Source: an optimization exercise on an open RTL-to-GDS flow (aim: a short achievable clock period and few clock cycles). Production flows keep margins and buffers that such runs may drop. At most, simulation tests tie the RTL to the original design; equivalence was not proved. Power figures rest on the tool's default switching activity, not on a simulated workload.

==> module alu, before the edit <==
module alu(
    output [15:0] data_out,
    output        valid_out,
    output        cmd_out,
    input  [15:0] data_in,
    input         valid_in,
    input         cmd_in,
    output        amm_read,
    output [7:0]  amm_address,
    input  [7:0]  amm_readdata,
    input         amm_waitrequest,
    input  [1:0]  amm_response,
    input clk,
    input rst_n
    );
    localparam QN = 63;
    reg        idle;         
    reg        inpkt;        
    reg        taking;       
    reg        vo_r, co_r;   
    reg [11:0] do_r;
    reg        ar_r;         
    reg [7:0]  aa_r;
    reg [3:0]  opc;
    reg [5:0]  rem;          
    reg        first;        
    reg        err;
    reg        stopq;        
    reg        killq;        
    reg        b0_ind;       
    reg        first_rd;     
    reg [7:0]  q [0:QN-1];   
    reg [5:0]  qcnt;         
    reg [11:0] sum_s, sum_c;
    reg [7:0]  lor, lxor, lnand;
    reg        hasop;
    reg [7:0]  opa, opb;
    wire [7:0] din    = data_in[7:0];
    wire [1:0] mod    = data_in[9:8];
    wire [3:0] op_in  = data_in[11:8];
    wire [5:0] nof_in = data_in[5:0];
    wire hdr_in    = valid_in & cmd_in;
    wire beat      = valid_in & ~cmd_in & taking;
    wire dir       = beat & (mod == 2'b00);
    wire ind       = beat & (mod == 2'b01);
    wire forb      = (din[7:4] == 4'h1) | (din[7:4] == 4'h2) |
                     (din[7:4] == 4'h8) | (din[7:4] == 4'h9);
    wire last_beat = beat & (rem == 6'd1);
    wire unary_in = (op_in[3:2] == 2'b01);
    wire shift_in = (op_in == 4'd8) | (op_in == 4'd9);
    wire reject   = (nof_in == 6'd0) | (unary_in & (nof_in != 6'd1));
    wire sherr    = shift_in & (nof_in != 6'd2);
    wire rdone  = ar_r & ~amm_waitrequest;
    wire rbad   = rdone & (amm_response != 2'b00);
    wire rgood  = rdone & (amm_response == 2'b00);
    wire push   = ind & ~forb & ~stopq & ~rbad;
    wire pop    = rdone;
    wire kill_n = killq | rbad;
    reg [QN:0] qv;           
    integer i;
    always @(*)
        for (i = 0; i <= QN; i = i + 1)
            qv[i] = (qcnt > i);
    reg [7:0] q_n [0:QN-1];
    always @(*)
        for (i = 0; i < QN; i = i + 1)
            if (pop)
                q_n[i] = (i < QN-1 && qv[i+1]) ? q[i < QN-1 ? i+1 : 0] : din;
            else
                q_n[i] = qv[i] ? q[i] : din;
    wire [5:0] qb     = idle ? 6'd0 : qcnt;
    wire [5:0] qinc   = qb + 6'd1;
    wire [5:0] qdec   = qb - 6'd1;
    wire [5:0] qcnt_n = push ? (pop ? qb : qinc) : (pop ? qdec : qb);
    wire q0_n     = push | qv[1] | (qv[0] & ~pop);
    wire rd_next  = q0_n & ~kill_n;
    wire comp     = inpkt & (~taking | last_beat) & ~rd_next;
    wire err_next = err | (ind & forb) | rbad;
    wire        live = ~idle;
    wire [11:0] s0  = live ? sum_s : 12'd0;
    wire [11:0] c0  = live ? sum_c : 12'd0;
    wire [7:0]  rg  = rgood ? amm_readdata : 8'h00;
    wire        rd_a = first_rd & b0_ind;
    wire [11:0] xs = s0 ^ c0 ^ {4'b0, din};
    wire [11:0] xc = {(s0[10:0] & c0[10:0]) | (s0[10:0] & {3'b0, din}) |
                      (c0[10:0] & {3'b0, din}), 1'b0};
    wire [11:0] ys = xs ^ xc ^ {4'b0, rg};
    wire [11:0] yc = {(xs[10:0] & xc[10:0]) | (xs[10:0] & {3'b0, rg}) |
                      (xc[10:0] & {3'b0, rg}), 1'b0};
    wire [11:0] zs = s0 ^ c0 ^ {4'b0, rg};
    wire [11:0] zc = {(s0[10:0] & c0[10:0]) | (s0[10:0] & {3'b0, rg}) |
                      (c0[10:0] & {3'b0, rg}), 1'b0};
    wire [7:0]  lor0   = live ? (lor | rg) : 8'h00;
    wire [7:0]  lxor0  = live ? (lxor ^ rg) : 8'h00;
    wire [7:0]  lnand0 = live ? (lnand | (rgood ? ~amm_readdata : 8'h00)) : 8'h00;
    wire        has0   = live & (hasop | rgood);
    wire [7:0]  opa0   = ~live ? 8'h00 : (rgood & rd_a) ? amm_readdata : opa;
    wire [7:0]  opb0   = ~live ? 8'h00 : (rgood & ~rd_a) ? amm_readdata : opb;
    wire [11:0] total = sum_s + sum_c;
    reg  [11:0] res;
    always @(*) begin
        case (opc)
            4'd0: res = total;
            4'd1: res = hasop ? {4'b0, ~lnand} : 12'hFFF;
            4'd2: res = {4'b0, lor};
            4'd3: res = {4'b0, lxor};
            4'd4: res = hasop ? {4'b0, ~lor} : 12'h000;
            4'd5: res = hasop ? {4'b0, lor} + 12'd1 : 12'h000;
            4'd6: res = hasop ? {4'b0, lor} - 12'd1 : 12'h000;
            4'd7: res = hasop ? {4'b0, 8'd0 - lor} : 12'h000;
            4'd8: res = {4'b0, opa} >> opb;
            4'd9: res = {4'b0, opa << opb};
            default: res = 12'h000;
        endcase
    end
    always @(posedge clk) begin
        for (i = 0; i < QN; i = i + 1)
            q[i] <= q_n[i];
        aa_r <= q0_n ? q_n[0] : 8'h00;
        if (vo_r & co_r) begin
            vo_r <= 1'b1;
            co_r <= 1'b0;
            do_r <= err ? 12'hBAD : res;
        end else begin
            vo_r <= (idle & hdr_in & reject) | comp;
            co_r <= 1'b1;
            do_r <= {7'b0, idle | err_next, idle ? op_in : opc};
        end
        sum_s <= dir ? ys : zs;
        sum_c <= dir ? yc : zc;
        lor   <= dir ? (lor0 | din) : lor0;
        lxor  <= dir ? (lxor0 ^ din) : lxor0;
        lnand <= dir ? (lnand0 | ~din) : lnand0;
        hasop <= has0 | dir;
        qcnt  <= qcnt_n;
        opa   <= (dir & first) ? din : opa0;
        opb   <= (dir & ~first) ? din : opb0;
        if (idle) begin
            opc      <= op_in;
            rem      <= nof_in;
            first    <= 1'b1;
            err      <= reject | sherr;
            stopq    <= sherr;
            killq    <= 1'b0;
            b0_ind   <= 1'b0;
            first_rd <= 1'b1;
        end else begin
            if (beat) begin
                rem   <= rem - 6'd1;
                first <= 1'b0;
                if (first & (mod == 2'b01)) b0_ind <= 1'b1;
            end
            err <= err_next;
            if ((ind & forb) | rbad) stopq <= 1'b1;
            if (rbad) killq <= 1'b1;
            if (rdone) first_rd <= 1'b0;
        end
        if (~rst_n) begin
            idle   <= 1'b1;
            inpkt  <= 1'b0;
            taking <= 1'b0;
            vo_r   <= 1'b0;
            ar_r   <= 1'b0;
        end else begin
            idle   <= (vo_r & ~co_r) | (idle & ~hdr_in);
            inpkt  <= (idle & hdr_in & ~reject) | (inpkt & ~comp);
            taking <= (idle & hdr_in & ~reject) | (taking & ~last_beat);
            ar_r   <= inpkt & rd_next;
        end
    end
    assign data_out    = {4'b0, do_r};
    assign valid_out   = vo_r;
    assign cmd_out     = co_r;
    assign amm_read    = ar_r;
    assign amm_address = aa_r;
endmodule
Settings: LEC_CHECK=0, ABC_CLOCK_PERIOD_IN_PS=2000, CAP_MARGIN=20, CORE_MARGIN=2, CORE_UTILIZATION=40, PLACE_DENSITY=0.6, SETUP_SLACK_MARGIN=4.6, SLEW_MARGIN=20, TNS_END_PERCENT=100; clock period 6.5 ns.
run.sh (not shown) runs the stock make flow with config.mk's settings and CLKGATE_MAP_FILE= SYNTH_SCRIPT=/design/flow/synth_recipe.tcl, a recipe that flattens the netlist after the stock synthesis.
Testbench counts at the start, summed over its fixed seeds: cycles 204,229.
Next try:
--- a/flow/design.v
+++ b/flow/design.v
@@ -13,7 +13,6 @@
     input clk,
     input rst_n
     );
-    localparam QN = 63;
     reg        idle;         
     reg        inpkt;        
     reg        taking;       
@@ -29,8 +28,10 @@
     reg        killq;        
     reg        b0_ind;       
     reg        first_rd;     
-    reg [7:0]  q [0:QN-1];   
-    reg [5:0]  qcnt;         
+    reg [7:0]  mem [0:63];   
+    reg [5:0]  wptr, rptr, rptr1;
+    reg [7:0]  hd;           
+    reg [7:0]  cur;          
     reg [11:0] sum_s, sum_c;
     reg [7:0]  lor, lxor, lnand;
     reg        hasop;
@@ -54,26 +55,16 @@
     wire rbad   = rdone & (amm_response != 2'b00);
     wire rgood  = rdone & (amm_response == 2'b00);
     wire push   = ind & ~forb & ~stopq & ~rbad;
-    wire pop    = rdone;
     wire kill_n = killq | rbad;
-    reg [QN:0] qv;           
-    integer i;
-    always @(*)
-        for (i = 0; i <= QN; i = i + 1)
-            qv[i] = (qcnt > i);
-    reg [7:0] q_n [0:QN-1];
-    always @(*)
-        for (i = 0; i < QN; i = i + 1)
-            if (pop)
-                q_n[i] = (i < QN-1 && qv[i+1]) ? q[i < QN-1 ? i+1 : 0] : din;
-            else
-                q_n[i] = qv[i] ? q[i] : din;
-    wire [5:0] qb     = idle ? 6'd0 : qcnt;
-    wire [5:0] qinc   = qb + 6'd1;
-    wire [5:0] qdec   = qb - 6'd1;
-    wire [5:0] qcnt_n = push ? (pop ? qb : qinc) : (pop ? qdec : qb);
-    wire q0_n     = push | qv[1] | (qv[0] & ~pop);
-    wire rd_next  = q0_n & ~kill_n;
+    wire hold    = ar_r & amm_waitrequest;      
+    wire free    = ~hold;
+    wire mne     = (rptr != wptr);              
+    wire eq1     = (rptr1 == wptr);
+    wire issue_m = free & mne & ~kill_n;        
+    wire bypass  = free & ~mne & push;          
+    wire wr      = push & ~bypass;
+    wire rd_next = hold | issue_m | bypass;
+    wire [7:0] a_next = hold ? cur : (mne ? hd : din);
     wire comp     = inpkt & (~taking | last_beat) & ~rd_next;
     wire err_next = err | (ind & forb) | rbad;
     wire        live = ~idle;
@@ -114,9 +105,13 @@
         endcase
     end
     always @(posedge clk) begin
-        for (i = 0; i < QN; i = i + 1)
-            q[i] <= q_n[i];
-        aa_r <= q0_n ? q_n[0] : 8'h00;
+        mem[wptr] <= din;
+        cur  <= a_next;
+        aa_r <= rd_next ? a_next : 8'h00;
+        if (issue_m)
+            hd <= eq1 ? din : mem[rptr1];
+        else
+            hd <= (rptr == wptr) ? din : mem[rptr];
         if (vo_r & co_r) begin
             vo_r <= 1'b1;
             co_r <= 1'b0;
@@ -132,7 +127,6 @@
         lxor  <= dir ? (lxor0 ^ din) : lxor0;
         lnand <= dir ? (lnand0 | ~din) : lnand0;
         hasop <= has0 | dir;
-        qcnt  <= qcnt_n;
         opa   <= (dir & first) ? din : opa0;
         opb   <= (dir & ~first) ? din : opb0;
         if (idle) begin
@@ -144,6 +138,9 @@
             killq    <= 1'b0;
             b0_ind   <= 1'b0;
             first_rd <= 1'b1;
+            wptr     <= 6'd0;
+            rptr     <= 6'd0;
+            rptr1    <= 6'd1;
         end else begin
             if (beat) begin
                 rem   <= rem - 6'd1;
@@ -154,6 +151,11 @@
             if ((ind & forb) | rbad) stopq <= 1'b1;
             if (rbad) killq <= 1'b1;
             if (rdone) first_rd <= 1'b0;
+            if (wr) wptr <= wptr + 6'd1;
+            if (issue_m) begin
+                rptr  <= rptr + 6'd1;
+                rptr1 <= rptr1 + 6'd1;
+            end
         end
         if (~rst_n) begin
             idle   <= 1'b1;
Core utilization went down by 11 points.
Count of clock-buffer cells in the layout rose by 1.
Combinational power came out lower by 34%.
Global-route usage goes down by 2.1 points.
Power went up by 3.5%.
Hold slack improved by 0.0078 ns.
Routed wire length grows by 6.0%.
Critical path depth drops by 4.
Worst setup slack gets worse by 0.17 ns.
Non-clock buffer count is lower by 95.
Sequential share of layout area rose by 13 points.
Design area went up by 5.0%.
The RTL of the second run of this note was laid out without a check of its function.

---

The RTL this note starts from:
==> flow/design.v <==
module alu(
    output [15:0] data_out,
    output        valid_out,
    output        cmd_out,
    input  [15:0] data_in,
    input         valid_in,
    input         cmd_in,
    output        amm_read,
    output [7:0]  amm_address,
    input  [7:0]  amm_readdata,
    input         amm_waitrequest,
    input  [1:0]  amm_response,
    input clk,
    input rst_n
    );
    reg        idle;         
    reg        inpkt;        
    reg        taking;       
    reg        vo_r, co_r;   
    reg [11:0] do_r;
    reg        ar_r;         
    reg [7:0]  aa_r;
    reg [3:0]  opc;
    reg [5:0]  rem;          
    reg        first;        
    reg        err;
    reg        stopq;        
    reg        killq;        
    reg        b0_ind;       
    reg        first_rd;     
    reg [7:0]  mem [0:63];   
    reg [5:0]  wptr, rptr, rptr1;
    reg [7:0]  hd;           
    reg [7:0]  cur;          
    reg [11:0] sum_s, sum_c;
    reg [7:0]  lor, lxor, lnand;
    reg        hasop;
    reg [7:0]  opa, opb;
    reg [7:0]  dq, rq;
    reg        dq_v, dq_f, rq_v, rq_a;
    wire [7:0] din    = data_in[7:0];
    wire [1:0] mod    = data_in[9:8];
    wire [3:0] op_in  = data_in[11:8];
    wire [5:0] nof_in = data_in[5:0];
    wire hdr_in    = valid_in & cmd_in;
    wire beat      = valid_in & ~cmd_in & taking;
    wire dir       = beat & (mod == 2'b00);
    wire ind       = beat & (mod == 2'b01);
    wire forb      = (din[7:4] == 4'h1) | (din[7:4] == 4'h2) |
                     (din[7:4] == 4'h8) | (din[7:4] == 4'h9);
    wire last_beat = beat & (rem == 6'd1);
    wire unary_in = (op_in[3:2] == 2'b01);
    wire shift_in = (op_in == 4'd8) | (op_in == 4'd9);
    wire reject   = (nof_in == 6'd0) | (unary_in & (nof_in != 6'd1));
    wire sherr    = shift_in & (nof_in != 6'd2);
    wire rdone  = ar_r & ~amm_waitrequest;
    wire rbad   = rdone & (amm_response != 2'b00);
    wire rgood  = rdone & (amm_response == 2'b00);
    wire push   = ind & ~forb & ~stopq & ~rbad;
    wire kill_n = killq | rbad;
    wire hold    = ar_r & amm_waitrequest;      
    wire free    = ~hold;
    wire mne     = (rptr != wptr);              
    wire eq1     = (rptr1 == wptr);
    wire issue_m = free & mne & ~kill_n;        
    wire bypass  = free & ~mne & push;          
    wire wr      = push & ~bypass;
    wire rd_next = hold | issue_m | bypass;
    wire [7:0] a_next = hold ? cur : (mne ? hd : din);
    wire comp     = inpkt & (~taking | last_beat) & ~rd_next;
    wire err_next = err | (ind & forb) | rbad;
    wire        live = ~idle;
    wire [11:0] s0  = live ? sum_s : 12'd0;
    wire [11:0] c0  = live ? sum_c : 12'd0;
    wire [7:0]  rg  = rgood ? amm_readdata : 8'h00;
    wire        rd_a = first_rd & b0_ind;
    wire [11:0] xs = s0 ^ c0 ^ {4'b0, din};
    wire [11:0] xc = {(s0[10:0] & c0[10:0]) | (s0[10:0] & {3'b0, din}) |
                      (c0[10:0] & {3'b0, din}), 1'b0};
    wire [11:0] ys = xs ^ xc ^ {4'b0, rg};
    wire [11:0] yc = {(xs[10:0] & xc[10:0]) | (xs[10:0] & {3'b0, rg}) |
                      (xc[10:0] & {3'b0, rg}), 1'b0};
    wire [11:0] zs = s0 ^ c0 ^ {4'b0, rg};
    wire [11:0] zc = {(s0[10:0] & c0[10:0]) | (s0[10:0] & {3'b0, rg}) |
                      (c0[10:0] & {3'b0, rg}), 1'b0};
    wire [7:0]  dqg     = dq_v ? dq : 8'h00;
    wire [7:0]  rqg     = rq_v ? rq : 8'h00;
    wire [7:0]  lor_n   = (live ? lor : 8'h00) | dqg | rqg;
    wire [7:0]  lxor_n  = (live ? lxor : 8'h00) ^ dqg ^ rqg;
    wire [7:0]  lnand_n = (live ? lnand : 8'h00) | (dq_v ? ~dq : 8'h00) | (rq_v ? ~rq : 8'h00);
    wire        has_n   = (live & hasop) | dq_v | rq_v;
    wire [7:0]  opa_n   = (dq_v & dq_f) ? dq : (rq_v & rq_a) ? rq : (live ? opa : 8'h00);
    wire [7:0]  opb_n   = (dq_v & ~dq_f) ? dq : (rq_v & ~rq_a) ? rq : (live ? opb : 8'h00);
    wire [11:0] total = sum_s + sum_c;
    reg  [11:0] res;
    always @(*) begin
        case (opc)
            4'd0: res = total;
            4'd1: res = has_n ? {4'b0, ~lnand_n} : 12'hFFF;
            4'd2: res = {4'b0, lor_n};
            4'd3: res = {4'b0, lxor_n};
            4'd4: res = has_n ? {4'b0, ~lor_n} : 12'h000;
            4'd5: res = has_n ? {4'b0, lor_n} + 12'd1 : 12'h000;
            4'd6: res = has_n ? {4'b0, lor_n} - 12'd1 : 12'h000;
            4'd7: res = has_n ? {4'b0, 8'd0 - lor_n} : 12'h000;
            4'd8: res = {4'b0, opa_n} >> opb_n;
            4'd9: res = {4'b0, opa_n << opb_n};
            default: res = 12'h000;
        endcase
    end
    always @(posedge clk) begin
        mem[wptr] <= din;
        cur  <= a_next;
        aa_r <= rd_next ? a_next : 8'h00;
        if (issue_m)
            hd <= eq1 ? din : mem[rptr1];
        else
            hd <= (rptr == wptr) ? din : mem[rptr];
        if (vo_r & co_r) begin
            vo_r <= 1'b1;
            co_r <= 1'b0;
            do_r <= err ? 12'hBAD : res;
        end else begin
            vo_r <= (idle & hdr_in & reject) | comp;
            co_r <= 1'b1;
            do_r <= {7'b0, idle | err_next, idle ? op_in : opc};
        end
        sum_s <= dir ? ys : zs;
        sum_c <= dir ? yc : zc;
        lor   <= lor_n;
        lxor  <= lxor_n;
        lnand <= lnand_n;
        hasop <= has_n;
        opa   <= opa_n;
        opb   <= opb_n;
        dq    <= din;
        dq_v  <= dir;
        dq_f  <= first;
        rq    <= amm_readdata;
        rq_v  <= rgood;
        rq_a  <= rd_a;
        if (idle) begin
            opc      <= op_in;
            rem      <= nof_in;
            first    <= 1'b1;
            err      <= reject | sherr;
            stopq    <= sherr;
            killq    <= 1'b0;
            b0_ind   <= 1'b0;
            first_rd <= 1'b1;
            wptr     <= 6'd0;
            rptr     <= 6'd0;
            rptr1    <= 6'd1;
        end else begin
            if (beat) begin
                rem   <= rem - 6'd1;
                first <= 1'b0;
                if (first & (mod == 2'b01)) b0_ind <= 1'b1;
            end
            err <= err_next;
            if ((ind & forb) | rbad) stopq <= 1'b1;
            if (rbad) killq <= 1'b1;
            if (rdone) first_rd <= 1'b0;
            if (wr) wptr <= wptr + 6'd1;
            if (issue_m) begin
                rptr  <= rptr + 6'd1;
                rptr1 <= rptr1 + 6'd1;
            end
        end
        if (~rst_n) begin
            idle   <= 1'b1;
            inpkt  <= 1'b0;
            taking <= 1'b0;
            vo_r   <= 1'b0;
            ar_r   <= 1'b0;
        end else begin
            idle   <= (vo_r & ~co_r) | (idle & ~hdr_in);
            inpkt  <= (idle & hdr_in & ~reject) | (inpkt & ~comp);
            taking <= (idle & hdr_in & ~reject) | (taking & ~last_beat);
            ar_r   <= inpkt & rd_next;
        end
    end
    assign data_out    = {4'b0, do_r};
    assign valid_out   = vo_r;
    assign cmd_out     = co_r;
    assign amm_read    = ar_r;
    assign amm_address = aa_r;
endmodule
clock: 6.5 ns
lec_check: 0
abc_clock_period_in_ps: 2000
cap_margin: 20
core_margin: 2
core_utilization: 40
place_density: 0.6
setup_slack_margin: 4.6
slew_margin: 20
tns_end_percent: 100
The starting point completed with no timing, DRC or antenna violations.
Rerun with:
--- a/flow/design.v
+++ b/flow/design.v
@@ -11,10 +11,11 @@
     input         amm_waitrequest,
     input  [1:0]  amm_response,
     input clk,
     input rst_n
     );
+    localparam QN = 63;
     reg        idle;         
     reg        inpkt;        
     reg        taking;       
     reg        vo_r, co_r;   
     reg [11:0] do_r;
@@ -26,14 +27,12 @@
     reg        err;
     reg        stopq;        
     reg        killq;        
     reg        b0_ind;       
     reg        first_rd;     
-    reg [7:0]  mem [0:63];   
-    reg [5:0]  wptr, rptr, rptr1;
-    reg [7:0]  hd;           
-    reg [7:0]  cur;          
+    reg [7:0]  q [0:QN-1];   
+    reg [5:0]  qcnt;         
     reg [11:0] sum_s, sum_c;
     reg [7:0]  lor, lxor, lnand;
     reg        hasop;
     reg [7:0]  opa, opb;
     reg [7:0]  dq, rq;
@@ -55,20 +54,30 @@
     wire sherr    = shift_in & (nof_in != 6'd2);
     wire rdone  = ar_r & ~amm_waitrequest;
     wire rbad   = rdone & (amm_response != 2'b00);
     wire rgood  = rdone & (amm_response == 2'b00);
     wire push   = ind & ~forb & ~stopq & ~rbad;
+    wire pop    = rdone;
     wire kill_n = killq | rbad;
-    wire hold    = ar_r & amm_waitrequest;      
-    wire free    = ~hold;
-    wire mne     = (rptr != wptr);              
-    wire eq1     = (rptr1 == wptr);
-    wire issue_m = free & mne & ~kill_n;        
-    wire bypass  = free & ~mne & push;          
-    wire wr      = push & ~bypass;
-    wire rd_next = hold | issue_m | bypass;
-    wire [7:0] a_next = hold ? cur : (mne ? hd : din);
+    reg [QN:0] qv;           
+    integer i;
+    always @(*)
+        for (i = 0; i <= QN; i = i + 1)
+            qv[i] = (qcnt > i);
+    reg [7:0] q_n [0:QN-1];
+    always @(*)
+        for (i = 0; i < QN; i = i + 1)
+            if (pop)
+                q_n[i] = (i < QN-1 && qv[i+1]) ? q[i < QN-1 ? i+1 : 0] : din;
+            else
+                q_n[i] = qv[i] ? q[i] : din;
+    wire [5:0] qb     = idle ? 6'd0 : qcnt;
+    wire [5:0] qinc   = qb + 6'd1;
+    wire [5:0] qdec   = qb - 6'd1;
+    wire [5:0] qcnt_n = push ? (pop ? qb : qinc) : (pop ? qdec : qb);
+    wire q0_n     = push | qv[1] | (qv[0] & ~pop);
+    wire rd_next  = q0_n & ~kill_n;
     wire comp     = inpkt & (~taking | last_beat) & ~rd_next;
     wire err_next = err | (ind & forb) | rbad;
     wire        live = ~idle;
     wire [11:0] s0  = live ? sum_s : 12'd0;
     wire [11:0] c0  = live ? sum_c : 12'd0;
@@ -107,17 +116,13 @@
             4'd9: res = {4'b0, opa_n << opb_n};
             default: res = 12'h000;
         endcase
     end
     always @(posedge clk) begin
-        mem[wptr] <= din;
-        cur  <= a_next;
-        aa_r <= rd_next ? a_next : 8'h00;
-        if (issue_m)
-            hd <= eq1 ? din : mem[rptr1];
-        else
-            hd <= (rptr == wptr) ? din : mem[rptr];
+        for (i = 0; i < QN; i = i + 1)
+            q[i] <= q_n[i];
+        aa_r <= q0_n ? q_n[0] : 8'h00;
         if (vo_r & co_r) begin
             vo_r <= 1'b1;
             co_r <= 1'b0;
             do_r <= err ? 12'hBAD : res;
         end else begin
@@ -129,10 +134,11 @@
         sum_c <= dir ? yc : zc;
         lor   <= lor_n;
         lxor  <= lxor_n;
         lnand <= lnand_n;
         hasop <= has_n;
+        qcnt  <= qcnt_n;
         opa   <= opa_n;
         opb   <= opb_n;
         dq    <= din;
         dq_v  <= dir;
         dq_f  <= first;
@@ -146,28 +152,20 @@
             err      <= reject | sherr;
             stopq    <= sherr;
             killq    <= 1'b0;
             b0_ind   <= 1'b0;
             first_rd <= 1'b1;
-            wptr     <= 6'd0;
-            rptr     <= 6'd0;
-            rptr1    <= 6'd1;
         end else begin
             if (beat) begin
                 rem   <= rem - 6'd1;
                 first <= 1'b0;
                 if (first & (mod == 2'b01)) b0_ind <= 1'b1;
             end
             err <= err_next;
             if ((ind & forb) | rbad) stopq <= 1'b1;
             if (rbad) killq <= 1'b1;
             if (rdone) first_rd <= 1'b0;
-            if (wr) wptr <= wptr + 6'd1;
-            if (issue_m) begin
-                rptr  <= rptr + 6'd1;
-                rptr1 <= rptr1 + 6'd1;
-            end
         end
         if (~rst_n) begin
             idle   <= 1'b1;
             inpkt  <= 1'b0;
             taking <= 1'b0;
What happened: Clock skew rises by 0.019 ns; synthesized area falls by 21%; cell area falls by 5.8%; via count rises by 21%; maximum frequency rises by about 16%; count of clock-buffer cells in the layout rises by 12; non-clock buffer count rises by 25; hold slack improves by 0.028 ns; wire length falls by 0.83%; clock power falls by about 11%; final cell count rises by 15%; worst setup slack improves by 0.39 ns.
Function was not checked in any run of this note: the RTL went through the layout flow alone.

==> afterwards: timing with drivers on the ports <==
The results above use ideal ports. As a check the final layouts listed here were re-extracted and re-timed, cells and wires unchanged. Step 1 (the two cells are an assumption about what drives the block):
set clk [get_ports {clk}]
set_driving_cell -lib_cell sky130_fd_sc_hd__clkbuf_16 $clk
set_driving_cell -lib_cell sky130_fd_sc_hd__buf_2 [delete_from_list [all_inputs] $clk]
Step 2 times the ports against the registers' clock, not the clock port: input delays grow and output delays shrink by t, the midpoint of the rising clock arrivals with the driver on. Slacks: no drivers / after step 1 / after step 2; pairs: no drivers / after step 1.
run | t (ns) | setup WS [ns] | worst register clock-pin slew, ns | worst data-port slew with drivers (ns)
the first run of note 1 | 0.663 | 4.130 / 4.079 / 3.477 | 0.06 / 0.06 | 0.19
the second run of note 1 | 0.686 | 3.958 / 3.958 / 3.439 | 0.07 / 0.07 | 0.26
the first run of note 2 | 0.704 | 3.692 / 3.692 / 3.492 | 0.06 / 0.06 | 0.12
the second run of note 2 | 0.684 | 4.087 / 4.044 / 3.397 | 0.07 / 0.07 | 0.21
After both steps every run listed still meets setup and hold. For the second run of note 2, which loses most, drivers alone change the setup slack by -0.043 ns; drivers and shift together by -0.690 ns.
